Context: an optimization exercise on an open-source flow, tuned for small area and a short achievable clock period. The choices shown serve that exercise and are no tape-out recipe.
No functional check of the RTL was part of any run shown here.
Power figures rest on the tool's default switching activity, not on a simulated workload.

<file path="flow/flow/run.sh">
#!/bin/bash
# Standard ORFS layout (the standard.sh, unchanged synthesis), except:
# - the input and output ports are buffered with a plain buf_1 instead of the
#   delay-type buffer that buffer_ports picks by default;
# - clock tree synthesis inserts no dummy load cells.
set -euo pipefail
bash standard.sh \
  "BUFFER_PORTS_ARGS=-buffer_cell sky130_fd_sc_hd__buf_1" \
  "CTS_ARGS=-sink_clustering_enable -repair_clock_nets -sink_clustering_size 16 -sink_clustering_max_diameter 60 -buf_list sky130_fd_sc_hd__clkbuf_8 -dont_use_dummy_load" \
  finish > orfs_make.log 2>&1
</file>
<file path="flow/standard.sh">
#!/bin/bash
# synth_recipe.tcl (not shown) runs the flow's synth.tcl, then flattens the netlist and writes it again
# the make line also repeats each setting of config.mk as NAME=value (left out here)
make -C /OpenROAD-flow-scripts/flow DESIGN_CONFIG=/design/flow/config.mk WORK_HOME=/design/flow/orfs CLKGATE_MAP_FILE= SYNTH_SCRIPT=/design/flow/synth_recipe.tcl "${@:-finish}"
</file>
<file path="flow/config.mk">
export PLATFORM = sky130hd
export DESIGN_NAME = DSP
export DESIGN_NICKNAME = DSP
export VERILOG_FILES = /design/flow/design.v
export SDC_FILE = /design/flow/constraint.sdc
export NUM_CORES = 4
export LEC_CHECK = 0
export CAP_MARGIN = 20
export CORE_MARGIN = 2
export CORE_UTILIZATION = 60
export CTS_BUF_LIST = sky130_fd_sc_hd__clkbuf_8
export CTS_CLUSTER_DIAMETER = 60
export CTS_CLUSTER_SIZE = 16
export SETUP_SLACK_MARGIN = 4.5
export SLEW_MARGIN = 20
export SYNTH_HIERARCHICAL = 1
export SYNTH_MINIMUM_KEEP_SIZE = 0
</file>
<file path="flow/constraint.sdc">
create_clock -name core_clock -period 7.0 [get_ports {clk}]
set_input_delay 1.4000 -clock core_clock [delete_from_list [all_inputs] [get_ports {clk}]]
set_output_delay 1.4000 -clock core_clock [all_outputs]
set_load 0.01 [all_outputs]
</file>
<file path="flow/design.v">
module fa (input a, input b, input c, output s, output co);
    assign s  = a ^ b ^ c;
    assign co = (a & b) | (a & c) | (b & c);
endmodule
module xn2 (input a, input b, output y);
    assign y = ~(a ^ b);
endmodule
module or2 (input a, input b, output y);
    assign y = a | b;
endmodule
module fa1 (input a, input b, output s, output co);
    xn2 u_s (.a(a), .b(b), .y(s));
    or2 u_c (.a(a), .b(b), .y(co));
endmodule
module ha (input a, input b, output s, output co);
    assign s  = a ^ b;
    assign co = a & b;
endmodule
module ks18 (input [17:0] a, input [17:0] b, output [17:0] s);
    localparam W = 18;
    localparam L = 5;
    wire [W-1:0] g [0:L];
    wire [W-1:0] p [0:L];
    assign g[0] = a & b;
    assign p[0] = a ^ b;
    genvar l, i;
    generate for (l = 0; l < L; l = l + 1) begin : g_l
        for (i = 0; i < W; i = i + 1) begin : g_i
            if (i >= (1 << l)) begin : g_m
                assign g[l+1][i] = g[l][i] | (p[l][i] & g[l][i-(1<<l)]);
                assign p[l+1][i] = p[l][i] & p[l][i-(1<<l)];
            end else begin : g_k
                assign g[l+1][i] = g[l][i];
                assign p[l+1][i] = p[l][i];
            end
        end
    end endgenerate
    assign s = p[0] ^ {g[L][W-2:0], 1'b0};
endmodule
module DSP (a,b,c,d,clk,rst_n,p);
    parameter OPERATION = "ADD" ;
    input [17:0] a,b,d;
    input [47:0] c;
    input clk,rst_n;
    output reg [47:0] p;
    reg [17:0] a1;
    wire [19:0] ax = {2'b00, a1};
    wire [8:0] bo, bt, bn;
    wire bz;
    reg [17:0] s1;
    wire [17:0] s0;
    ks18 u_pre (.a(b), .b(d), .s(s0));
    reg [115:0] x;
    wire [115:0] xe = x;
    reg [47:0] r0;
    reg [47:8] r1;
    reg rc;
    wire [47:0] cd = {c[47:36] - 12'd1, c[35:0]};
    wire [115:0] xn;
    wire [8:0] nn = ~bn;
    wire [18:0] sx = {1'b0, s1};
    wire [18:0] sy = {s1, 1'b0};
    wire [17:0] pz = {18{bz}} & s1;
    wire [18:0] pp0 = (({19{bo[0]}} & sx) | ({19{bt[0]}} & sy)) ^ {19{bn[0]}};
    wire [18:0] pp1 = (({19{bo[1]}} & sx) | ({19{bt[1]}} & sy)) ^ {19{bn[1]}};
    wire [18:0] pp2 = (({19{bo[2]}} & sx) | ({19{bt[2]}} & sy)) ^ {19{bn[2]}};
    wire [18:0] pp3 = (({19{bo[3]}} & sx) | ({19{bt[3]}} & sy)) ^ {19{bn[3]}};
    wire [18:0] pp4 = (({19{bo[4]}} & sx) | ({19{bt[4]}} & sy)) ^ {19{bn[4]}};
    wire [18:0] pp5 = (({19{bo[5]}} & sx) | ({19{bt[5]}} & sy)) ^ {19{bn[5]}};
    wire [18:0] pp6 = (({19{bo[6]}} & sx) | ({19{bt[6]}} & sy)) ^ {19{bn[6]}};
    wire [18:0] pp7 = (({19{bo[7]}} & sx) | ({19{bt[7]}} & sy)) ^ {19{bn[7]}};
    wire [18:0] pp8 = (({19{bo[8]}} & sx) | ({19{bt[8]}} & sy)) ^ {19{bn[8]}};
    assign bo[0] = ax[0] ^ 1'b0;
    assign bt[0] = (ax[1] & ~ax[0] & ~1'b0) | (~ax[1] & ax[0] & 1'b0);
    assign bn[0] = ax[1];
    assign bo[1] = ax[2] ^ ax[1];
    assign bt[1] = (ax[3] & ~ax[2] & ~ax[1]) | (~ax[3] & ax[2] & ax[1]);
    assign bn[1] = ax[3];
    assign bo[2] = ax[4] ^ ax[3];
    assign bt[2] = (ax[5] & ~ax[4] & ~ax[3]) | (~ax[5] & ax[4] & ax[3]);
    assign bn[2] = ax[5];
    assign bo[3] = ax[6] ^ ax[5];
    assign bt[3] = (ax[7] & ~ax[6] & ~ax[5]) | (~ax[7] & ax[6] & ax[5]);
    assign bn[3] = ax[7];
    assign bo[4] = ax[8] ^ ax[7];
    assign bt[4] = (ax[9] & ~ax[8] & ~ax[7]) | (~ax[9] & ax[8] & ax[7]);
    assign bn[4] = ax[9];
    assign bo[5] = ax[10] ^ ax[9];
    assign bt[5] = (ax[11] & ~ax[10] & ~ax[9]) | (~ax[11] & ax[10] & ax[9]);
    assign bn[5] = ax[11];
    assign bo[6] = ax[12] ^ ax[11];
    assign bt[6] = (ax[13] & ~ax[12] & ~ax[11]) | (~ax[13] & ax[12] & ax[11]);
    assign bn[6] = ax[13];
    assign bo[7] = ax[14] ^ ax[13];
    assign bt[7] = (ax[15] & ~ax[14] & ~ax[13]) | (~ax[15] & ax[14] & ax[13]);
    assign bn[7] = ax[15];
    assign bo[8] = ax[16] ^ ax[15];
    assign bt[8] = (ax[17] & ~ax[16] & ~ax[15]) | (~ax[17] & ax[16] & ax[15]);
    assign bn[8] = ax[17];
    assign bz = a1[17];
    wire fs1, fk1;
    wire fs2, fk2;
    wire fs3, fk3;
    wire fs4, fk4;
    wire fs5, fk5;
    wire fs6, fk6;
    wire fs7, fk7;
    wire fs8, fk8;
    wire fs9, fk9;
    wire fs10, fk10;
    wire fs11, fk11;
    wire fs12, fk12;
    wire fs13, fk13;
    wire fs14, fk14;
    wire fs15, fk15;
    wire fs16, fk16;
    wire fs17, fk17;
    wire fs18, fk18;
    wire fs19, fk19;
    wire fs20, fk20;
    wire fs21, fk21;
    wire fs22, fk22;
    wire fs23, fk23;
    wire fs24, fk24;
    wire fs25, fk25;
    wire fs26, fk26;
    wire fs27, fk27;
    wire fs28, fk28;
    wire fs29, fk29;
    wire fs30, fk30;
    wire gs1, gk1;
    wire fs31, fk31;
    wire fs32, fk32;
    wire gs2, gk2;
    wire fs33, fk33;
    wire fs34, fk34;
    wire fs35, fk35;
    wire fs36, fk36;
    wire fs37, fk37;
    wire gs3, gk3;
    wire fs38, fk38;
    wire fs39, fk39;
    wire fs40, fk40;
    wire fs41, fk41;
    wire gs4, gk4;
    wire fs42, fk42;
    wire fs43, fk43;
    wire fs44, fk44;
    wire gs5, gk5;
    wire fs45, fk45;
    wire fs46, fk46;
    wire fs47, fk47;
    wire gs6, gk6;
    wire fs48, fk48;
    wire fs49, fk49;
    wire gs7, gk7;
    wire fs50, fk50;
    wire gs8, gk8;
    wire fs51, fk51;
    wire gs9, gk9;
    wire fs52, fk52;
    wire fs53, fk53;
    wire fs54, fk54;
    wire fs55, fk55;
    wire fs56, fk56;
    wire fs57, fk57;
    wire fs58, fk58;
    wire fs59, fk59;
    wire fs60, fk60;
    wire fs61, fk61;
    wire fs62, fk62;
    wire fs63, fk63;
    wire fs64, fk64;
    wire fs65, fk65;
    wire fs66, fk66;
    wire fs67, fk67;
    wire fs68, fk68;
    wire fs69, fk69;
    wire fs70, fk70;
    wire fs71, fk71;
    wire fs72, fk72;
    wire fs73, fk73;
    wire fs74, fk74;
    wire fs75, fk75;
    wire fs76, fk76;
    wire fs77, fk77;
    wire fs78, fk78;
    wire fs79, fk79;
    wire fs80, fk80;
    wire fs81, fk81;
    wire fs82, fk82;
    wire fs83, fk83;
    wire fs84, fk84;
    wire fs85, fk85;
    wire fs86, fk86;
    wire fs87, fk87;
    wire fs88, fk88;
    wire fs89, fk89;
    wire fs90, fk90;
    wire fs91, fk91;
    wire hs1, hk1;
    wire hs2, hk2;
    wire hs3, hk3;
    wire hs4, hk4;
    wire hs5, hk5;
    wire fs92, fk92;
    wire fs93, fk93;
    wire hs6, hk6;
    wire fs94, fk94;
    wire hs7, hk7;
    wire fs95, fk95;
    wire hs8, hk8;
    wire fs96, fk96;
    wire hs9, hk9;
    wire fs97, fk97;
    wire hs10, hk10;
    wire hs11, hk11;
    wire hs12, hk12;
    wire hs13, hk13;
    wire hs14, hk14;
    wire fs98, fk98;
    wire fs99, fk99;
    wire fs100, fk100;
    wire fs101, fk101;
    wire fs102, fk102;
    wire fs103, fk103;
    wire fs104, fk104;
    wire fs105, fk105;
    wire fs106, fk106;
    wire fs107, fk107;
    wire fs108, fk108;
    wire fs109, fk109;
    wire fs110, fk110;
    wire fs111, fk111;
    wire fs112, fk112;
    wire hs15, hk15;
    wire fs113, fk113;
    wire hs16, hk16;
    wire hs17, hk17;
    wire hs18, hk18;
    wire hs19, hk19;
    wire hs20, hk20;
    wire hs21, hk21;
    wire fs114, fk114;
    wire fs115, fk115;
    wire fs116, fk116;
    wire fs117, fk117;
    wire fs118, fk118;
    wire fs119, fk119;
    wire fs120, fk120;
    wire fs121, fk121;
    wire fs122, fk122;
    wire fs123, fk123;
    wire fs124, fk124;
    wire fs125, fk125;
    wire fs126, fk126;
    wire fs127, fk127;
    wire fs128, fk128;
    wire fs129, fk129;
    wire fs130, fk130;
    wire fs131, fk131;
    wire fs132, fk132;
    wire fs133, fk133;
    wire fs134, fk134;
    wire fs135, fk135;
    wire fs136, fk136;
    wire hs22, hk22;
    wire fs137, fk137;
    wire hs23, hk23;
    wire fs138, fk138;
    wire hs24, hk24;
    wire hs25, hk25;
    wire hs26, hk26;
    wire fs139, fk139;
    wire fs140, fk140;
    wire fs141, fk141;
    wire fs142, fk142;
    wire fs143, fk143;
    wire fs144, fk144;
    wire fs145, fk145;
    wire fs146, fk146;
    wire fs147, fk147;
    wire fs148, fk148;
    wire fs149, fk149;
    wire fs150, fk150;
    wire fs151, fk151;
    wire fs152, fk152;
    wire fs153, fk153;
    wire fs154, fk154;
    wire fs155, fk155;
    wire fs156, fk156;
    wire fs157, fk157;
    wire fs158, fk158;
    wire fs159, fk159;
    wire fs160, fk160;
    wire fs161, fk161;
    wire fs162, fk162;
    wire fs163, fk163;
    wire fs164, fk164;
    wire fs165, fk165;
    wire fs166, fk166;
    wire fs167, fk167;
    wire fs168, fk168;
    wire fs169, fk169;
    wire fs170, fk170;
    wire hs27, hk27;
    fa u1 (.a(pp0[2]), .b(pp1[0]), .c(bn[1]), .s(fs1), .co(fk1));
    fa u2 (.a(pp0[4]), .b(pp1[2]), .c(pp2[0]), .s(fs2), .co(fk2));
    fa u3 (.a(pp0[5]), .b(pp1[3]), .c(pp2[1]), .s(fs3), .co(fk3));
    fa u4 (.a(pp0[6]), .b(pp1[4]), .c(pp2[2]), .s(fs4), .co(fk4));
    fa u5 (.a(pp0[7]), .b(pp1[5]), .c(pp2[3]), .s(fs5), .co(fk5));
    fa u6 (.a(pp0[8]), .b(pp1[6]), .c(pp2[4]), .s(fs6), .co(fk6));
    fa u7 (.a(pp3[2]), .b(pp4[0]), .c(bn[4]), .s(fs7), .co(fk7));
    fa u8 (.a(pp0[9]), .b(pp1[7]), .c(pp2[5]), .s(fs8), .co(fk8));
    fa u9 (.a(pp0[10]), .b(pp1[8]), .c(pp2[6]), .s(fs9), .co(fk9));
    fa u10 (.a(pp3[4]), .b(pp4[2]), .c(pp5[0]), .s(fs10), .co(fk10));
    fa u11 (.a(pp0[11]), .b(pp1[9]), .c(pp2[7]), .s(fs11), .co(fk11));
    fa u12 (.a(pp3[5]), .b(pp4[3]), .c(pp5[1]), .s(fs12), .co(fk12));
    fa u13 (.a(pp0[12]), .b(pp1[10]), .c(pp2[8]), .s(fs13), .co(fk13));
    fa u14 (.a(pp3[6]), .b(pp4[4]), .c(pp5[2]), .s(fs14), .co(fk14));
    fa u15 (.a(pp0[13]), .b(pp1[11]), .c(pp2[9]), .s(fs15), .co(fk15));
    fa u16 (.a(pp3[7]), .b(pp4[5]), .c(pp5[3]), .s(fs16), .co(fk16));
    fa u17 (.a(pp0[14]), .b(pp1[12]), .c(pp2[10]), .s(fs17), .co(fk17));
    fa u18 (.a(pp3[8]), .b(pp4[6]), .c(pp5[4]), .s(fs18), .co(fk18));
    fa u19 (.a(pp6[2]), .b(pp7[0]), .c(bn[7]), .s(fs19), .co(fk19));
    fa u20 (.a(pp0[15]), .b(pp1[13]), .c(pp2[11]), .s(fs20), .co(fk20));
    fa u21 (.a(pp3[9]), .b(pp4[7]), .c(pp5[5]), .s(fs21), .co(fk21));
    fa u22 (.a(pp0[16]), .b(pp1[14]), .c(pp2[12]), .s(fs22), .co(fk22));
    fa u23 (.a(pp3[10]), .b(pp4[8]), .c(pp5[6]), .s(fs23), .co(fk23));
    fa u24 (.a(pp6[4]), .b(pp7[2]), .c(pp8[0]), .s(fs24), .co(fk24));
    fa u25 (.a(pp0[17]), .b(pp1[15]), .c(pp2[13]), .s(fs25), .co(fk25));
    fa u26 (.a(pp3[11]), .b(pp4[9]), .c(pp5[7]), .s(fs26), .co(fk26));
    fa u27 (.a(pp6[5]), .b(pp7[3]), .c(pp8[1]), .s(fs27), .co(fk27));
    fa u28 (.a(pp0[18]), .b(pp1[16]), .c(pp2[14]), .s(fs28), .co(fk28));
    fa u29 (.a(pp3[12]), .b(pp4[10]), .c(pp5[8]), .s(fs29), .co(fk29));
    fa u30 (.a(pp6[6]), .b(pp7[4]), .c(pp8[2]), .s(fs30), .co(fk30));
    fa1 v1 (.a(nn[0]), .b(pp1[17]), .s(gs1), .co(gk1));
    fa u31 (.a(pp2[15]), .b(pp3[13]), .c(pp4[11]), .s(fs31), .co(fk31));
    fa u32 (.a(pp5[9]), .b(pp6[7]), .c(pp7[5]), .s(fs32), .co(fk32));
    fa1 v2 (.a(pp1[18]), .b(pp2[16]), .s(gs2), .co(gk2));
    fa u33 (.a(pp3[14]), .b(pp4[12]), .c(pp5[10]), .s(fs33), .co(fk33));
    fa u34 (.a(pp6[8]), .b(pp7[6]), .c(pp8[4]), .s(fs34), .co(fk34));
    fa u35 (.a(nn[1]), .b(pp2[17]), .c(pp3[15]), .s(fs35), .co(fk35));
    fa u36 (.a(pp4[13]), .b(pp5[11]), .c(pp6[9]), .s(fs36), .co(fk36));
    fa u37 (.a(pp7[7]), .b(pp8[5]), .c(pz[3]), .s(fs37), .co(fk37));
    fa1 v3 (.a(pp2[18]), .b(pp3[16]), .s(gs3), .co(gk3));
    fa u38 (.a(pp4[14]), .b(pp5[12]), .c(pp6[10]), .s(fs38), .co(fk38));
    fa u39 (.a(pp7[8]), .b(pp8[6]), .c(pz[4]), .s(fs39), .co(fk39));
    fa u40 (.a(nn[2]), .b(pp3[17]), .c(pp4[15]), .s(fs40), .co(fk40));
    fa u41 (.a(pp5[13]), .b(pp6[11]), .c(pp7[9]), .s(fs41), .co(fk41));
    fa1 v4 (.a(pp3[18]), .b(pp4[16]), .s(gs4), .co(gk4));
    fa u42 (.a(pp5[14]), .b(pp6[12]), .c(pp7[10]), .s(fs42), .co(fk42));
    fa u43 (.a(nn[3]), .b(pp4[17]), .c(pp5[15]), .s(fs43), .co(fk43));
    fa u44 (.a(pp6[13]), .b(pp7[11]), .c(pp8[9]), .s(fs44), .co(fk44));
    fa1 v5 (.a(pp4[18]), .b(pp5[16]), .s(gs5), .co(gk5));
    fa u45 (.a(pp6[14]), .b(pp7[12]), .c(pp8[10]), .s(fs45), .co(fk45));
    fa u46 (.a(nn[4]), .b(pp5[17]), .c(pp6[15]), .s(fs46), .co(fk46));
    fa u47 (.a(pp7[13]), .b(pp8[11]), .c(pz[9]), .s(fs47), .co(fk47));
    fa1 v6 (.a(pp5[18]), .b(pp6[16]), .s(gs6), .co(gk6));
    fa u48 (.a(pp7[14]), .b(pp8[12]), .c(pz[10]), .s(fs48), .co(fk48));
    fa u49 (.a(nn[5]), .b(pp6[17]), .c(pp7[15]), .s(fs49), .co(fk49));
    fa1 v7 (.a(pp6[18]), .b(pp7[16]), .s(gs7), .co(gk7));
    fa u50 (.a(nn[6]), .b(pp7[17]), .c(pp8[15]), .s(fs50), .co(fk50));
    fa1 v8 (.a(pp7[18]), .b(pp8[16]), .s(gs8), .co(gk8));
    fa u51 (.a(nn[7]), .b(pp8[17]), .c(pz[15]), .s(fs51), .co(fk51));
    fa1 v9 (.a(pp8[18]), .b(pz[16]), .s(gs9), .co(gk9));
    fa u52 (.a(fk1), .b(pp0[3]), .c(pp1[1]), .s(fs52), .co(fk52));
    fa u53 (.a(fk3), .b(fs4), .c(pp3[0]), .s(fs53), .co(fk53));
    fa u54 (.a(fk4), .b(fs5), .c(pp3[1]), .s(fs54), .co(fk54));
    fa u55 (.a(fk5), .b(fs6), .c(fs7), .s(fs55), .co(fk55));
    fa u56 (.a(fk6), .b(fk7), .c(fs8), .s(fs56), .co(fk56));
    fa u57 (.a(fk8), .b(fs9), .c(fs10), .s(fs57), .co(fk57));
    fa u58 (.a(fk9), .b(fk10), .c(fs11), .s(fs58), .co(fk58));
    fa u59 (.a(fk11), .b(fk12), .c(fs13), .s(fs59), .co(fk59));
    fa u60 (.a(fs14), .b(pp6[0]), .c(bn[6]), .s(fs60), .co(fk60));
    fa u61 (.a(fk13), .b(fk14), .c(fs15), .s(fs61), .co(fk61));
    fa u62 (.a(fk15), .b(fk16), .c(fs17), .s(fs62), .co(fk62));
    fa u63 (.a(fk17), .b(fk18), .c(fk19), .s(fs63), .co(fk63));
    fa u64 (.a(fs20), .b(fs21), .c(pp6[3]), .s(fs64), .co(fk64));
    fa u65 (.a(fk20), .b(fk21), .c(fs22), .s(fs65), .co(fk65));
    fa u66 (.a(fs23), .b(fs24), .c(bn[8]), .s(fs66), .co(fk66));
    fa u67 (.a(fk22), .b(fk23), .c(fk24), .s(fs67), .co(fk67));
    fa u68 (.a(fs25), .b(fs26), .c(fs27), .s(fs68), .co(fk68));
    fa u69 (.a(fk25), .b(fk26), .c(fk27), .s(fs69), .co(fk69));
    fa u70 (.a(fs28), .b(fs29), .c(fs30), .s(fs70), .co(fk70));
    fa u71 (.a(fk28), .b(fk29), .c(fk30), .s(fs71), .co(fk71));
    fa u72 (.a(gs1), .b(fs31), .c(fs32), .s(fs72), .co(fk72));
    fa u73 (.a(gk1), .b(fk31), .c(fk32), .s(fs73), .co(fk73));
    fa u74 (.a(gs2), .b(fs33), .c(fs34), .s(fs74), .co(fk74));
    fa u75 (.a(gk2), .b(fk33), .c(fk34), .s(fs75), .co(fk75));
    fa u76 (.a(fs35), .b(fs36), .c(fs37), .s(fs76), .co(fk76));
    fa u77 (.a(fk35), .b(fk36), .c(fk37), .s(fs77), .co(fk77));
    fa u78 (.a(gs3), .b(fs38), .c(fs39), .s(fs78), .co(fk78));
    fa u79 (.a(gk3), .b(fk38), .c(fk39), .s(fs79), .co(fk79));
    fa u80 (.a(fs40), .b(fs41), .c(pp8[7]), .s(fs80), .co(fk80));
    fa u81 (.a(fk40), .b(fk41), .c(gs4), .s(fs81), .co(fk81));
    fa u82 (.a(fs42), .b(pp8[8]), .c(pz[6]), .s(fs82), .co(fk82));
    fa u83 (.a(gk4), .b(fk42), .c(fs43), .s(fs83), .co(fk83));
    fa u84 (.a(fk43), .b(fk44), .c(gs5), .s(fs84), .co(fk84));
    fa u85 (.a(gk5), .b(fk45), .c(fs46), .s(fs85), .co(fk85));
    fa u86 (.a(fk46), .b(fk47), .c(gs6), .s(fs86), .co(fk86));
    fa u87 (.a(gk6), .b(fk48), .c(fs49), .s(fs87), .co(fk87));
    fa u88 (.a(fk49), .b(gs7), .c(pp8[14]), .s(fs88), .co(fk88));
    fa u89 (.a(gk7), .b(fs50), .c(pz[13]), .s(fs89), .co(fk89));
    fa u90 (.a(fk50), .b(gs8), .c(pz[14]), .s(fs90), .co(fk90));
    fa u91 (.a(gk9), .b(nn[8]), .c(pz[17]), .s(fs91), .co(fk91));
    ha h1 (.a(xe[29]), .b(xe[30]), .s(hs1), .co(hk1));
    ha h2 (.a(xe[34]), .b(xe[35]), .s(hs2), .co(hk2));
    ha h3 (.a(xe[38]), .b(xe[39]), .s(hs3), .co(hk3));
    ha h4 (.a(xe[42]), .b(xe[43]), .s(hs4), .co(hk4));
    ha h5 (.a(xe[46]), .b(xe[47]), .s(hs5), .co(hk5));
    fa u92 (.a(xe[50]), .b(xe[51]), .c(xe[52]), .s(fs92), .co(fk92));
    fa u93 (.a(xe[55]), .b(xe[56]), .c(xe[57]), .s(fs93), .co(fk93));
    ha h6 (.a(xe[58]), .b(xe[59]), .s(hs6), .co(hk6));
    fa u94 (.a(xe[61]), .b(xe[62]), .c(xe[63]), .s(fs94), .co(fk94));
    ha h7 (.a(xe[64]), .b(xe[65]), .s(hs7), .co(hk7));
    fa u95 (.a(xe[66]), .b(xe[67]), .c(xe[68]), .s(fs95), .co(fk95));
    ha h8 (.a(xe[70]), .b(xe[71]), .s(hs8), .co(hk8));
    fa u96 (.a(xe[74]), .b(xe[75]), .c(xe[76]), .s(fs96), .co(fk96));
    ha h9 (.a(xe[79]), .b(xe[80]), .s(hs9), .co(hk9));
    fa u97 (.a(xe[83]), .b(xe[84]), .c(xe[85]), .s(fs97), .co(fk97));
    ha h10 (.a(xe[88]), .b(xe[89]), .s(hs10), .co(hk10));
    ha h11 (.a(xe[16]), .b(xe[17]), .s(hs11), .co(hk11));
    ha h12 (.a(xe[20]), .b(xe[21]), .s(hs12), .co(hk12));
    ha h13 (.a(xe[23]), .b(xe[24]), .s(hs13), .co(hk13));
    ha h14 (.a(xe[26]), .b(xe[27]), .s(hs14), .co(hk14));
    fa u98 (.a(xe[31]), .b(xe[32]), .c(xe[33]), .s(fs98), .co(fk98));
    fa u99 (.a(xe[36]), .b(xe[37]), .c(hk1), .s(fs99), .co(fk99));
    fa u100 (.a(xe[40]), .b(xe[41]), .c(hk2), .s(fs100), .co(fk100));
    fa u101 (.a(xe[44]), .b(xe[45]), .c(hk3), .s(fs101), .co(fk101));
    fa u102 (.a(xe[48]), .b(xe[49]), .c(hk4), .s(fs102), .co(fk102));
    fa u103 (.a(xe[53]), .b(xe[54]), .c(hk5), .s(fs103), .co(fk103));
    fa u104 (.a(xe[60]), .b(fk92), .c(fs93), .s(fs104), .co(fk104));
    fa u105 (.a(fk93), .b(hk6), .c(fs94), .s(fs105), .co(fk105));
    fa u106 (.a(xe[69]), .b(fk94), .c(hk7), .s(fs106), .co(fk106));
    fa u107 (.a(xe[72]), .b(xe[73]), .c(fk95), .s(fs107), .co(fk107));
    fa u108 (.a(xe[77]), .b(xe[78]), .c(hk8), .s(fs108), .co(fk108));
    fa u109 (.a(xe[81]), .b(xe[82]), .c(fk96), .s(fs109), .co(fk109));
    fa u110 (.a(xe[86]), .b(xe[87]), .c(hk9), .s(fs110), .co(fk110));
    fa u111 (.a(xe[90]), .b(xe[91]), .c(fk97), .s(fs111), .co(fk111));
    fa u112 (.a(xe[92]), .b(xe[93]), .c(xe[94]), .s(fs112), .co(fk112));
    ha h15 (.a(xe[95]), .b(xe[96]), .s(hs15), .co(hk15));
    fa u113 (.a(xe[98]), .b(xe[99]), .c(xe[100]), .s(fs113), .co(fk113));
    ha h16 (.a(xe[102]), .b(xe[103]), .s(hs16), .co(hk16));
    ha h17 (.a(xe[5]), .b(xe[6]), .s(hs17), .co(hk17));
    ha h18 (.a(xe[8]), .b(xe[9]), .s(hs18), .co(hk18));
    ha h19 (.a(xe[10]), .b(xe[11]), .s(hs19), .co(hk19));
    ha h20 (.a(xe[12]), .b(xe[13]), .s(hs20), .co(hk20));
    ha h21 (.a(xe[14]), .b(xe[15]), .s(hs21), .co(hk21));
    fa u114 (.a(xe[18]), .b(xe[19]), .c(hs11), .s(fs114), .co(fk114));
    fa u115 (.a(xe[22]), .b(hk11), .c(hs12), .s(fs115), .co(fk115));
    fa u116 (.a(xe[25]), .b(hk12), .c(hs13), .s(fs116), .co(fk116));
    fa u117 (.a(xe[28]), .b(hk13), .c(hs14), .s(fs117), .co(fk117));
    fa u118 (.a(hs1), .b(hk14), .c(fs98), .s(fs118), .co(fk118));
    fa u119 (.a(hs2), .b(fk98), .c(fs99), .s(fs119), .co(fk119));
    fa u120 (.a(hs3), .b(fk99), .c(fs100), .s(fs120), .co(fk120));
    fa u121 (.a(hs4), .b(fk100), .c(fs101), .s(fs121), .co(fk121));
    fa u122 (.a(hs5), .b(fk101), .c(fs102), .s(fs122), .co(fk122));
    fa u123 (.a(fs92), .b(fk102), .c(fs103), .s(fs123), .co(fk123));
    fa u124 (.a(hs6), .b(fk103), .c(fs104), .s(fs124), .co(fk124));
    fa u125 (.a(hs7), .b(fk104), .c(fs105), .s(fs125), .co(fk125));
    fa u126 (.a(fs95), .b(fk105), .c(fs106), .s(fs126), .co(fk126));
    fa u127 (.a(hs8), .b(fk106), .c(fs107), .s(fs127), .co(fk127));
    fa u128 (.a(fs96), .b(fk107), .c(fs108), .s(fs128), .co(fk128));
    fa u129 (.a(hs9), .b(fk108), .c(fs109), .s(fs129), .co(fk129));
    fa u130 (.a(fs97), .b(fk109), .c(fs110), .s(fs130), .co(fk130));
    fa u131 (.a(hs10), .b(fk110), .c(fs111), .s(fs131), .co(fk131));
    fa u132 (.a(hk10), .b(fk111), .c(fs112), .s(fs132), .co(fk132));
    fa u133 (.a(xe[97]), .b(fk112), .c(hs15), .s(fs133), .co(fk133));
    fa u134 (.a(xe[101]), .b(hk15), .c(fs113), .s(fs134), .co(fk134));
    fa u135 (.a(xe[104]), .b(fk113), .c(hs16), .s(fs135), .co(fk135));
    fa u136 (.a(xe[105]), .b(xe[106]), .c(hk16), .s(fs136), .co(fk136));
    ha h22 (.a(xe[107]), .b(xe[108]), .s(hs22), .co(hk22));
    fa u137 (.a(xe[109]), .b(xe[110]), .c(xe[111]), .s(fs137), .co(fk137));
    ha h23 (.a(xe[112]), .b(xe[113]), .s(hs23), .co(hk23));
    fa u138 (.a(xe[0]), .b(xe[1]), .c(cd[0]), .s(fs138), .co(fk138));
    ha h24 (.a(xe[2]), .b(cd[1]), .s(hs24), .co(hk24));
    ha h25 (.a(xe[3]), .b(cd[2]), .s(hs25), .co(hk25));
    ha h26 (.a(xe[4]), .b(cd[3]), .s(hs26), .co(hk26));
    fa u139 (.a(xe[7]), .b(hs17), .c(cd[4]), .s(fs139), .co(fk139));
    fa u140 (.a(hk17), .b(hs18), .c(cd[5]), .s(fs140), .co(fk140));
    fa u141 (.a(hk18), .b(hs19), .c(cd[6]), .s(fs141), .co(fk141));
    fa u142 (.a(hk19), .b(hs20), .c(cd[7]), .s(fs142), .co(fk142));
    fa u143 (.a(hk20), .b(hs21), .c(cd[8]), .s(fs143), .co(fk143));
    fa u144 (.a(hk21), .b(fs114), .c(cd[9]), .s(fs144), .co(fk144));
    fa u145 (.a(fk114), .b(fs115), .c(cd[10]), .s(fs145), .co(fk145));
    fa u146 (.a(fk115), .b(fs116), .c(cd[11]), .s(fs146), .co(fk146));
    fa u147 (.a(fk116), .b(fs117), .c(cd[12]), .s(fs147), .co(fk147));
    fa u148 (.a(fk117), .b(fs118), .c(cd[13]), .s(fs148), .co(fk148));
    fa u149 (.a(fk118), .b(fs119), .c(cd[14]), .s(fs149), .co(fk149));
    fa u150 (.a(fk119), .b(fs120), .c(cd[15]), .s(fs150), .co(fk150));
    fa u151 (.a(fk120), .b(fs121), .c(cd[16]), .s(fs151), .co(fk151));
    fa u152 (.a(fk121), .b(fs122), .c(cd[17]), .s(fs152), .co(fk152));
    fa u153 (.a(fk122), .b(fs123), .c(cd[18]), .s(fs153), .co(fk153));
    fa u154 (.a(fk123), .b(fs124), .c(cd[19]), .s(fs154), .co(fk154));
    fa u155 (.a(fk124), .b(fs125), .c(cd[20]), .s(fs155), .co(fk155));
    fa u156 (.a(fk125), .b(fs126), .c(cd[21]), .s(fs156), .co(fk156));
    fa u157 (.a(fk126), .b(fs127), .c(cd[22]), .s(fs157), .co(fk157));
    fa u158 (.a(fk127), .b(fs128), .c(cd[23]), .s(fs158), .co(fk158));
    fa u159 (.a(fk128), .b(fs129), .c(cd[24]), .s(fs159), .co(fk159));
    fa u160 (.a(fk129), .b(fs130), .c(cd[25]), .s(fs160), .co(fk160));
    fa u161 (.a(fk130), .b(fs131), .c(cd[26]), .s(fs161), .co(fk161));
    fa u162 (.a(fk131), .b(fs132), .c(cd[27]), .s(fs162), .co(fk162));
    fa u163 (.a(fk132), .b(fs133), .c(cd[28]), .s(fs163), .co(fk163));
    fa u164 (.a(fk133), .b(fs134), .c(cd[29]), .s(fs164), .co(fk164));
    fa u165 (.a(fk134), .b(fs135), .c(cd[30]), .s(fs165), .co(fk165));
    fa u166 (.a(fk135), .b(fs136), .c(cd[31]), .s(fs166), .co(fk166));
    fa u167 (.a(fk136), .b(hs22), .c(cd[32]), .s(fs167), .co(fk167));
    fa u168 (.a(hk22), .b(fs137), .c(cd[33]), .s(fs168), .co(fk168));
    fa u169 (.a(fk137), .b(hs23), .c(cd[34]), .s(fs169), .co(fk169));
    fa u170 (.a(xe[114]), .b(hk23), .c(cd[35]), .s(fs170), .co(fk170));
    ha h27 (.a(xe[115]), .b(cd[36]), .s(hs27), .co(hk27));
    assign xn[0] = pp0[0];
    assign xn[1] = bn[0];
    assign xn[2] = pp0[1];
    assign xn[3] = fs1;
    assign xn[4] = fs52;
    assign xn[5] = fk52;
    assign xn[6] = fs2;
    assign xn[7] = bn[2];
    assign xn[8] = fk2;
    assign xn[9] = fs3;
    assign xn[10] = fs53;
    assign xn[11] = bn[3];
    assign xn[12] = fk53;
    assign xn[13] = fs54;
    assign xn[14] = fk54;
    assign xn[15] = fs55;
    assign xn[16] = fk55;
    assign xn[17] = fs56;
    assign xn[18] = pp3[3];
    assign xn[19] = pp4[1];
    assign xn[20] = fk56;
    assign xn[21] = fs57;
    assign xn[22] = bn[5];
    assign xn[23] = fk57;
    assign xn[24] = fs58;
    assign xn[25] = fs12;
    assign xn[26] = fk58;
    assign xn[27] = fs59;
    assign xn[28] = fs60;
    assign xn[29] = fk59;
    assign xn[30] = fk60;
    assign xn[31] = fs61;
    assign xn[32] = fs16;
    assign xn[33] = pp6[1];
    assign xn[34] = fk61;
    assign xn[35] = fs62;
    assign xn[36] = fs18;
    assign xn[37] = fs19;
    assign xn[38] = fk62;
    assign xn[39] = fs63;
    assign xn[40] = fs64;
    assign xn[41] = pp7[1];
    assign xn[42] = fk63;
    assign xn[43] = fk64;
    assign xn[44] = fs65;
    assign xn[45] = fs66;
    assign xn[46] = fk65;
    assign xn[47] = fk66;
    assign xn[48] = fs67;
    assign xn[49] = fs68;
    assign xn[50] = fk67;
    assign xn[51] = fk68;
    assign xn[52] = fs69;
    assign xn[53] = fs70;
    assign xn[54] = pz[0];
    assign xn[55] = fk69;
    assign xn[56] = fk70;
    assign xn[57] = fs71;
    assign xn[58] = fs72;
    assign xn[59] = pp8[3];
    assign xn[60] = pz[1];
    assign xn[61] = fk71;
    assign xn[62] = fk72;
    assign xn[63] = fs73;
    assign xn[64] = fs74;
    assign xn[65] = pz[2];
    assign xn[66] = fk73;
    assign xn[67] = fk74;
    assign xn[68] = fs75;
    assign xn[69] = fs76;
    assign xn[70] = fk75;
    assign xn[71] = fk76;
    assign xn[72] = fs77;
    assign xn[73] = fs78;
    assign xn[74] = fk77;
    assign xn[75] = fk78;
    assign xn[76] = fs79;
    assign xn[77] = fs80;
    assign xn[78] = pz[5];
    assign xn[79] = fk79;
    assign xn[80] = fk80;
    assign xn[81] = fs81;
    assign xn[82] = fs82;
    assign xn[83] = fk81;
    assign xn[84] = fk82;
    assign xn[85] = fs83;
    assign xn[86] = fs44;
    assign xn[87] = pz[7];
    assign xn[88] = fk83;
    assign xn[89] = fs84;
    assign xn[90] = fs45;
    assign xn[91] = pz[8];
    assign xn[92] = fk84;
    assign xn[93] = fs85;
    assign xn[94] = fs47;
    assign xn[95] = fk85;
    assign xn[96] = fs86;
    assign xn[97] = fs48;
    assign xn[98] = fk86;
    assign xn[99] = fs87;
    assign xn[100] = pp8[13];
    assign xn[101] = pz[11];
    assign xn[102] = fk87;
    assign xn[103] = fs88;
    assign xn[104] = pz[12];
    assign xn[105] = fk88;
    assign xn[106] = fs89;
    assign xn[107] = fk89;
    assign xn[108] = fs90;
    assign xn[109] = fk90;
    assign xn[110] = gk8;
    assign xn[111] = fs51;
    assign xn[112] = fk51;
    assign xn[113] = gs9;
    assign xn[114] = fs91;
    assign xn[115] = fk91;
    wire [47:0] r0n = {cd[47], cd[46], cd[45], cd[44], cd[43], cd[42], cd[41], cd[40], cd[39], cd[38], hk27, fk170, fk169, fk168, fk167, fk166, fk165, fk164, fk163, fk162, fk161, fk160, fk159, fk158, fk157, fk156, fk155, fk154, fk153, fk152, fk151, fk150, fk149, fk148, fk147, fk146, fk145, fk144, fk143, fk142, fk141, fk140, fk139, hk26, hk25, hk24, fk138, fs138};
    wire [47:0] r1n = {1'b0, 1'b0, 1'b0, 1'b0, 1'b0, 1'b0, 1'b0, 1'b0, 1'b0, 1'b0, cd[37], hs27, fs170, fs169, fs168, fs167, fs166, fs165, fs164, fs163, fs162, fs161, fs160, fs159, fs158, fs157, fs156, fs155, fs154, fs153, fs152, fs151, fs150, fs149, fs148, fs147, fs146, fs145, fs144, fs143, fs142, fs141, fs140, fs139, hs26, hs25, hs24, 1'b0};
    always @(posedge clk) s1 <= s0;
    wire [8:0] lo = r0n[7:0] + r1n[7:0];
    wire [40:0] hi = {r0[47:8], 1'b1} + {r1[47:8], rc};
    always @(posedge clk or negedge rst_n) begin
        if (!rst_n) begin
            a1 <= 0;
            x <= 116'b01101001010010001001001000100010001000100010001000011000000000000000000000000000000000000000000000000000000000000000; r0 <= 0; r1 <= 0; rc <= 0; p <= 0;
        end else begin
            a1 <= a;
            x  <= xn;
            r0 <= {r0n[47:8], lo[7:0]};
            r1 <= r1n[47:8];
            rc <= lo[8];
            p  <= {hi[40:1], r0[7:0]};
        end
    end
endmodule
</file>
==> reports/qor.csv, run 1 <==
metric;value;unit
detailed router's first-iteration violation count;1865;
via count;16100;
die area;33100;um^2
vias in the first global route;15200;
WS Path Type;flop to flop;
Fin Setup TNS;0;ns
Final Hold Viols;0;
# DRC;0;
Syn Area/Cell;9.78;um^2
Simple-Gate Fraction of Synth Area;0.131;
Die Wd;182;um
area leader, netlist;dfrtp_1;
Crit. End Element;flop;
CP arrival;3.06;ns
Final Setup Violations;0;
first-pass GRT wire length;85100;um
largest cells by area after synthesis;dfrtp_1 32%, fa_1 18%, a221oi_1 6.3%;
nets@finish;2454;
routed len/inst;23.0;um
Power Density;418;nW/um^2
initial antenna violation count;0;
worst min path class;flop to flop;
Netlist Area Pre-Place;19000;um^2
cts bufs inserted;27;
post-synthesis mux area share;0.0100;
Slew Viols, Final;0;
RD Place Congestion;0.909;
root buf cell;clkbuf_8;
top cell type's share of synthesized area;0.321;
Detail Route Antenna Nets;0;
largest family of logic cells by synthesized area;adder cells;
Port-buffer cells;151;
CP Cell Sequence;fa_2 > fa_2 > fa_2 > fa_1;
most numerous cell in the Yosys netlist;nand2_1;
Final Cycle Share;0.371;
slew margin rel.;0.432;
clock transition at the registers of the reported paths;0.09;ns
clock skew;0.0486;ns
Post-Route WL;57500;um
distinct cell type count after synthesis;62;
CTS Buffer Depth;3;
dpl cells;2345;
Synth warnings;8;
core area;31400;um^2
Worst EP required;7.46;ns
number of synthesized flops with an enable pin;0;
minimum clock period;2.60;ns
fin cells;2495;
# diodes;0;
leakage;9.66;nW
Post-CTS Hold Buffers;0;
Peak VDD IR;0.203;mV
sequential fraction of the synthesis area;0.364;
synthesized instance count;1943;
crit path max fanout;1;
CTS sink count;279;
Worst Tran Pin Value;0.852;ns
post-detail-place hpwl;35500;um
most frequent cells after synthesis;296 x nand2_1, 244 x dfrtp_1, 207 x a21oi_1;
Async SR Flop Fraction;0.935;
compound-gate portion of the synthesized area;0.174;
Clock Latency Late Sink;0.60;ns
CTS tree;yes;
vias per cell;6.45;
adder-cell share of the synthesized area;0.236;
RSZ-0062 raised after global routing;yes;
floorplan die height;182;um
row count;65;
Max Cap Viol;0;
outcome;finished clean;
Area growth syn-to-layout;22.6;%
Synth Area in XOR/XNOR;0.0424;
GRT Resource Usage Total;0.329;
Startpoint Class;flop;
TritonRoute pass-1 iters;6;
Most common cell on crit path;fa_2;
H-Tree Depth;1;
register bit total from synthesis;279;
I/O Pins;152;
total grt overflow;0;
largest net degree at the start of global routing;136;
critical path's slowest cell;fa_2;
Max Freq;0.385;GHz
initial core utilization;0.606;
share of cells above drive strength 1;0.234;
largest stage delay on the critical path;0.56;ns
Synth Flop Type;dfrtp_1;
registers in the layout (all words and copies together), names as in the netlist:
signal  count
r0         48
p          48
s1         18
a1         18
x         116
rc          1
r1         30
worst paths after layout:
kind | start | end | slack (ns) | cells after the start
worst max-delay path | x[63] | r1[12] | 4.40 | 4
worst min-delay path | r0[5] | p[5] | 0.35 | 0
worst max register to register | x[63] | r1[12] | 4.40 | 4
worst min register to register | r0[5] | p[5] | 0.35 | 0
max in group asynchronous | rst_n | a1[1] | 4.96 | 2
min in group asynchronous | rst_n | p[8] | 0.78 | 1
per-module statistics from Yosys (local to each module, per instance), a selection:
module,flops+latches,cells inside
DSP,279,1611
ks18,0,117
fa,0,1
ha,0,1
xn2,0,1
or2,0,1
logic make-up after synthesis:
kind of cell / Yosys count
flip-flops: 279
adder cells (fa/ha/maj): 255
AND/OR/NAND/NOR: 598
buffers and inverters: 212
XOR/XNOR: 92
AO/OA/AOI/OAI: 488
multiplexers: 19
routing by layer:
layer,GRT usage,up-vias,wire [um]
li1,-,7019,-
met1,0.473,7833,22800
met2,0.504,1036,25400
met3,0.0844,207,6880
met5,0,-,0
met4,0.0865,0,2440
critical path, delay by kind of cell (launching register included):
kind | cells | cell delay (ns)
flip-flops | 1 | 0.53
adder cells (fa/ha/maj) | 4 | 1.96
repair_timing:
action | CTS | global route
pin swaps | 29 | 61
gates resized for setup | 180 | 173
gates cloned | 9 | 11
setup endpoints to repair | 138 | 175
setup buffers | 36 | 67
power by group:
part	switching (mW)	internal (mW)	total, mW	leakage [nW]
Sequential	0.382	2.40	2.78	3.18
Combinational	3.41	2.68	6.09	6.29
Clock	0.520	0.342	0.862	0.194
Total	4.31	5.42	9.73	9.66
cell type report:
class                   instances  area (um^2)
fillers                      2225         8090
repair buffers                294         2170
multi-input cells            1465        13200
flip-flops and latches        279         6960
inverters                      28          105
well taps                     402          503
clock buffers                  27          372
stage by stage:
| step | hold WS [ns] | power [mW] | instance area, um^2 | worst slack, ns | util |
|---|---|---|---|---|---|
| after floorplan | 0.331 | 6.63 | 19600 | 4.12 | - |
| after global placement | 0.332 | 7.94 | 20200 | 3.49 | 0.643 |
| after detailed placement | 0.336 | 8.20 | 20200 | 3.42 | 0.644 |
| after CTS | 0.349 | 9.35 | 21900 | 4.44 | 0.696 |
| after global routing | 0.351 | 10.6 | 23300 | 4.35 | 0.742 |
| final | 0.349 | 9.73 | 23300 | 4.40 | 0.742 |
placed cells by master, fill, tap and decap left out, drive strengths merged, types with 6 or more instances in the layout:
master	netlist	routed
xnor2	48	48
ha	82	82
nor2	199	199
o211ai	10	10
nand3	13	13
nor3	6	6
a211oi	7	7
clkbuf	143	74
fa	173	173
nand2	298	298
dfstp	17	17
xor2	44	44
a21o	19	19
a21boi	6	6
o21ai	31	31
o22ai	17	17
a22o	17	17
mux2i	19	19
inv	28	28
or2	11	11
dfxtp	18	18
buf	41	244
nand4	16	16
and2	35	48
o21bai	9	9
a221oi	137	137
a21oi	207	207
a31oi	10	10
dfrtp	244	244
==> inputs of run 2 (changes only) <==
--- a/flow/design.v
+++ b/flow/design.v
@@ -37,6 +37,11 @@
     end endgenerate
     assign s = p[0] ^ {g[L][W-2:0], 1'b0};
 endmodule
+module benc (input h, input m, input l, output one, output two, output neg);
+    assign one = m ^ l;
+    assign two = (h & ~m & ~l) | (~h & m & l);
+    assign neg = h;
+endmodule
 module DSP (a,b,c,d,clk,rst_n,p);
     parameter OPERATION = "ADD" ;
     input [17:0] a,b,d;
@@ -70,33 +75,15 @@
     wire [18:0] pp6 = (({19{bo[6]}} & sx) | ({19{bt[6]}} & sy)) ^ {19{bn[6]}};
     wire [18:0] pp7 = (({19{bo[7]}} & sx) | ({19{bt[7]}} & sy)) ^ {19{bn[7]}};
     wire [18:0] pp8 = (({19{bo[8]}} & sx) | ({19{bt[8]}} & sy)) ^ {19{bn[8]}};
-    assign bo[0] = ax[0] ^ 1'b0;
-    assign bt[0] = (ax[1] & ~ax[0] & ~1'b0) | (~ax[1] & ax[0] & 1'b0);
-    assign bn[0] = ax[1];
-    assign bo[1] = ax[2] ^ ax[1];
-    assign bt[1] = (ax[3] & ~ax[2] & ~ax[1]) | (~ax[3] & ax[2] & ax[1]);
-    assign bn[1] = ax[3];
-    assign bo[2] = ax[4] ^ ax[3];
-    assign bt[2] = (ax[5] & ~ax[4] & ~ax[3]) | (~ax[5] & ax[4] & ax[3]);
-    assign bn[2] = ax[5];
-    assign bo[3] = ax[6] ^ ax[5];
-    assign bt[3] = (ax[7] & ~ax[6] & ~ax[5]) | (~ax[7] & ax[6] & ax[5]);
-    assign bn[3] = ax[7];
-    assign bo[4] = ax[8] ^ ax[7];
-    assign bt[4] = (ax[9] & ~ax[8] & ~ax[7]) | (~ax[9] & ax[8] & ax[7]);
-    assign bn[4] = ax[9];
-    assign bo[5] = ax[10] ^ ax[9];
-    assign bt[5] = (ax[11] & ~ax[10] & ~ax[9]) | (~ax[11] & ax[10] & ax[9]);
-    assign bn[5] = ax[11];
-    assign bo[6] = ax[12] ^ ax[11];
-    assign bt[6] = (ax[13] & ~ax[12] & ~ax[11]) | (~ax[13] & ax[12] & ax[11]);
-    assign bn[6] = ax[13];
-    assign bo[7] = ax[14] ^ ax[13];
-    assign bt[7] = (ax[15] & ~ax[14] & ~ax[13]) | (~ax[15] & ax[14] & ax[13]);
-    assign bn[7] = ax[15];
-    assign bo[8] = ax[16] ^ ax[15];
-    assign bt[8] = (ax[17] & ~ax[16] & ~ax[15]) | (~ax[17] & ax[16] & ax[15]);
-    assign bn[8] = ax[17];
+    benc u_be0 (.h(ax[1]), .m(ax[0]), .l(1'b0), .one(bo[0]), .two(bt[0]), .neg(bn[0]));
+    benc u_be1 (.h(ax[3]), .m(ax[2]), .l(ax[1]), .one(bo[1]), .two(bt[1]), .neg(bn[1]));
+    benc u_be2 (.h(ax[5]), .m(ax[4]), .l(ax[3]), .one(bo[2]), .two(bt[2]), .neg(bn[2]));
+    benc u_be3 (.h(ax[7]), .m(ax[6]), .l(ax[5]), .one(bo[3]), .two(bt[3]), .neg(bn[3]));
+    benc u_be4 (.h(ax[9]), .m(ax[8]), .l(ax[7]), .one(bo[4]), .two(bt[4]), .neg(bn[4]));
+    benc u_be5 (.h(ax[11]), .m(ax[10]), .l(ax[9]), .one(bo[5]), .two(bt[5]), .neg(bn[5]));
+    benc u_be6 (.h(ax[13]), .m(ax[12]), .l(ax[11]), .one(bo[6]), .two(bt[6]), .neg(bn[6]));
+    benc u_be7 (.h(ax[15]), .m(ax[14]), .l(ax[13]), .one(bo[7]), .two(bt[7]), .neg(bn[7]));
+    benc u_be8 (.h(ax[17]), .m(ax[16]), .l(ax[15]), .one(bo[8]), .two(bt[8]), .neg(bn[8]));
     assign bz = a1[17];
     wire fs1, fk1;
     wire fs2, fk2;
==> reports/qor.csv, run 2 <==
metric;value;unit;change
CTS tree;yes;;
Peak VDD IR;0.189;mV;-6.6%
number of synthesized flops with an enable pin;0;;unchanged
# DRC;0;;unchanged
Synth Flop Type;dfrtp_1;;
row count;63;;-3.1%
TritonRoute pass-1 iters;5;;-1
clock skew;0.0550;ns;+0.00641 ns
area leader, netlist;dfrtp_1;;
Max Freq;0.375;GHz;-2.6%
CTS sink count;279;;unchanged
crit path max fanout;6;;+5
largest cells by area after synthesis;dfrtp_1 34%, fa_1 19%, xnor2_1 11%;;
Post-Route WL;47400;um;-18%
Post-CTS Hold Buffers;0;;unchanged
sequential fraction of the synthesis area;0.389;;+0.0255
GRT Resource Usage Total;0.295;;-0.0348
register bit total from synthesis;279;;unchanged
Worst Tran Pin Value;0.869;ns;+0.0164 ns
H-Tree Depth;1;;unchanged
floorplan die height;176;um;-3.3%
via count;12700;;-21%
vias in the first global route;12800;;-16%
die area;31000;um^2;-6.4%
Top Registers;x x116, p x48, r0 x48;;
I/O Pins;152;;unchanged
Final Cycle Share;0.381;;+0.00991
Netlist Area Pre-Place;17800;um^2;-6.5%
commonest non-fill, non-tap cell in the layout;dfrtp_1;;
Async SR Flop Fraction;0.935;;unchanged
Clock Latency Late Sink;0.59;ns;about the same
Final Hold Viols;0;;unchanged
Port-buffer cells;151;;unchanged
core area;29400;um^2;-6.3%
initial core utilization;0.604;;-0.00134
worst min path class;flop to flop;;
# diodes;0;;unchanged
top cell type's share of synthesized area;0.344;;+0.0225
CP arrival;3.18;ns;+0.12 ns
share of cells above drive strength 1;0.243;;+0.00854
Syn Area/Cell;11.9;um^2;+22%
outcome;finished clean;;
Detail Route Antenna Nets;0;;unchanged
nets@finish;2063;;-16%
clock transition at the registers of the reported paths;0.09;ns;about the same
most frequent cells in the layout;229 x dfrtp_1, 203 x xnor2_1, 148 x fa_1;;
final core utilization;0.735;;-0.00753
routed len/inst;22.7;um;-1.6%
cts bufs inserted;26;;-3.7%
root buf cell;clkbuf_8;;
initial antenna violation count;0;;unchanged
Crit. End Element;flop;;
minimum clock period;2.67;ns;+0.0694 ns
slew margin rel.;0.421;;-0.0109
total grt overflow;0;;unchanged
distinct cell type count after synthesis;62;;unchanged
RSZ-0062 raised after global routing;yes;;
Reg with most FFs;x;;
Power Density;447;nW/um^2;+7.0%
post-detail-place hpwl;29300;um;-18%
synthesized instance count;1491;;-23%
most frequent cells after synthesis;244 x dfrtp_1, 214 x xnor2_1, 173 x fa_1;;
Startpoint Class;flop;;
Worst EP required;7.51;ns;+0.05 ns
total power;9.66;mW;-0.80%
Synth warnings;8;;unchanged
WS Path Type;flop to flop;;
WHS;0.341;ns;-0.00799 ns
Max Cap Viol;0;;unchanged
largest net degree at the start of global routing;64;;-53%
vias per cell;6.07;;-5.9%
Area growth syn-to-layout;21.6;%;
Fin Setup TNS;0;ns;unchanged
detailed router's first-iteration violation count;1274;;-32%
Slew Viols, Final;0;;unchanged
Finished Cell Area;21600;um^2;-7.3%
Placed Area;18800;um^2;-7.1%
CTS Buffer Depth;3;;unchanged
most numerous cell in the Yosys netlist;dfrtp_1;;
max reg flops;116;;unchanged
Die Wd;176;um;-3.3%
first-pass GRT wire length;70100;um;-18%
RD Place Congestion;0.891;;-1.9%
leakage;8.77;nW;-9.2%
Final Setup Violations;0;;unchanged
run 2: final timing paths:
path / from / to / slack [ns] / depth (start not counted)
hold / removal: r0[3] / p[3] / 0.34 / 0
max in group asynchronous: rst_n / p[37] / 4.86 / 2
hold reg to reg: r0[3] / p[3] / 0.34 / 0
setup / recovery: a1[5] / x[24] / 4.33 / 9
min in group asynchronous: rst_n / p[2] / 0.93 / 1
setup reg to reg: a1[5] / x[24] / 4.33 / 9
run 2: stage by stage:
stage               cells  setup slack [ns]
finish               2092              4.33
detailed placement   1931              3.53
global placement     1931              3.58
CTS                  2043              4.44
global route         2092              4.29
floorplan            1493              4.12
run 2: where the power goes:
group	internal, mW	leakage, nW	total [mW]	switching [mW]
logic	2.72	5.41	5.89	3.17
registers	2.44	3.18	2.93	0.489
clock network	0.329	0.187	0.839	0.510
total	5.48	8.77	9.66	4.17
run 2: cell families after synthesis:
logic type	after synthesis	share of synthesized area
buffers and inverters	151	0.0343
AO/OA/AOI/OAI	345	0.140
adder cells (fa/ha/maj)	255	0.253
multiplexers	3	0.00169
other	1	0.000211
flip-flops	279	0.389
AND/OR/NAND/NOR	206	0.0585
XOR/XNOR	251	0.124
run 2: final cells by class:
type / count / area (um^2)
clock buffers: 26 / 358
inverters: 32 / 120
fillers: 2005 / 7800
well taps: 390 / 488
repair buffers: 302 / 2510
multi-input cells: 1063 / 11200
flip-flops and latches: 279 / 6950
run 2: metal layers:
layer / GRT usage / wire length (um) / vias up / part of all wire
met2: 0.461 / 21500 / 746 / 0.45
met5: 0 / 0 / - / 0
met4: 0.104 / 1790 / 0 / 0.038
met3: 0.0655 / 4640 / 155 / 0.098
li1: - / - / 5540 / -
met1: 0.411 / 19500 / 6256 / 0.41
run 2: what timing repair did:
| item | 4_1_cts | 5_1_grt |
|---|---|---|
| endpoints found under the setup margin | 139 | 187 |
| pin swaps | 48 | 97 |
| buffers inserted | 74 | 43 |
| resized for setup | 84 | 153 |
| cloned | 12 | 6 |
run 2: Yosys stat by module, one instance, submodules excluded, excerpt:
module	cell area, um^2	cells
DSP	12700	1114
ks18	845	117
benc	38.8	5
fa	20.0	1
ha	12.5	1
xn2	8.76	1
or2	6.26	1
run 2: critical path: stages, from the launching register on:
cell	delay, ns
dfrtp_2	0.43
buf_12	0.15
buf_8	0.12
o22ai_4	0.16
buf_6	0.14
clkbuf_16	0.13
a22oi_1	0.07
xnor2_1	0.28
fa_1	0.51
fa_2	0.59

## afterwards: timing with drivers on the ports
How much do the figures lean on ideal ports? The routed layouts below were timed once more, with nothing changed but the port constraints.
Step 1, drivers: a clkbuf_16 drives clk and a buf_2 each remaining input, both assumed.
Step 2 also shifts input and output timing later by t, the mid clock arrival at the registers, as if the neighbouring blocks saw the same clock.
a / b / c = no drivers / after step 1 / after step 2; a / b = the first two.
run | t, ns | slack for setup (ns) | worst data-port slew with drivers (ns)
run 1 | 0.628 | 4.400 / 4.400 / 3.879 | 0.05
run 2 | 0.611 | 4.331 / 4.331 / 3.902 | 0.04
After both steps every run listed still meets setup and hold. For run 1, which loses most, drivers alone change the setup slack by 0.000 ns; drivers and shift together by -0.521 ns.
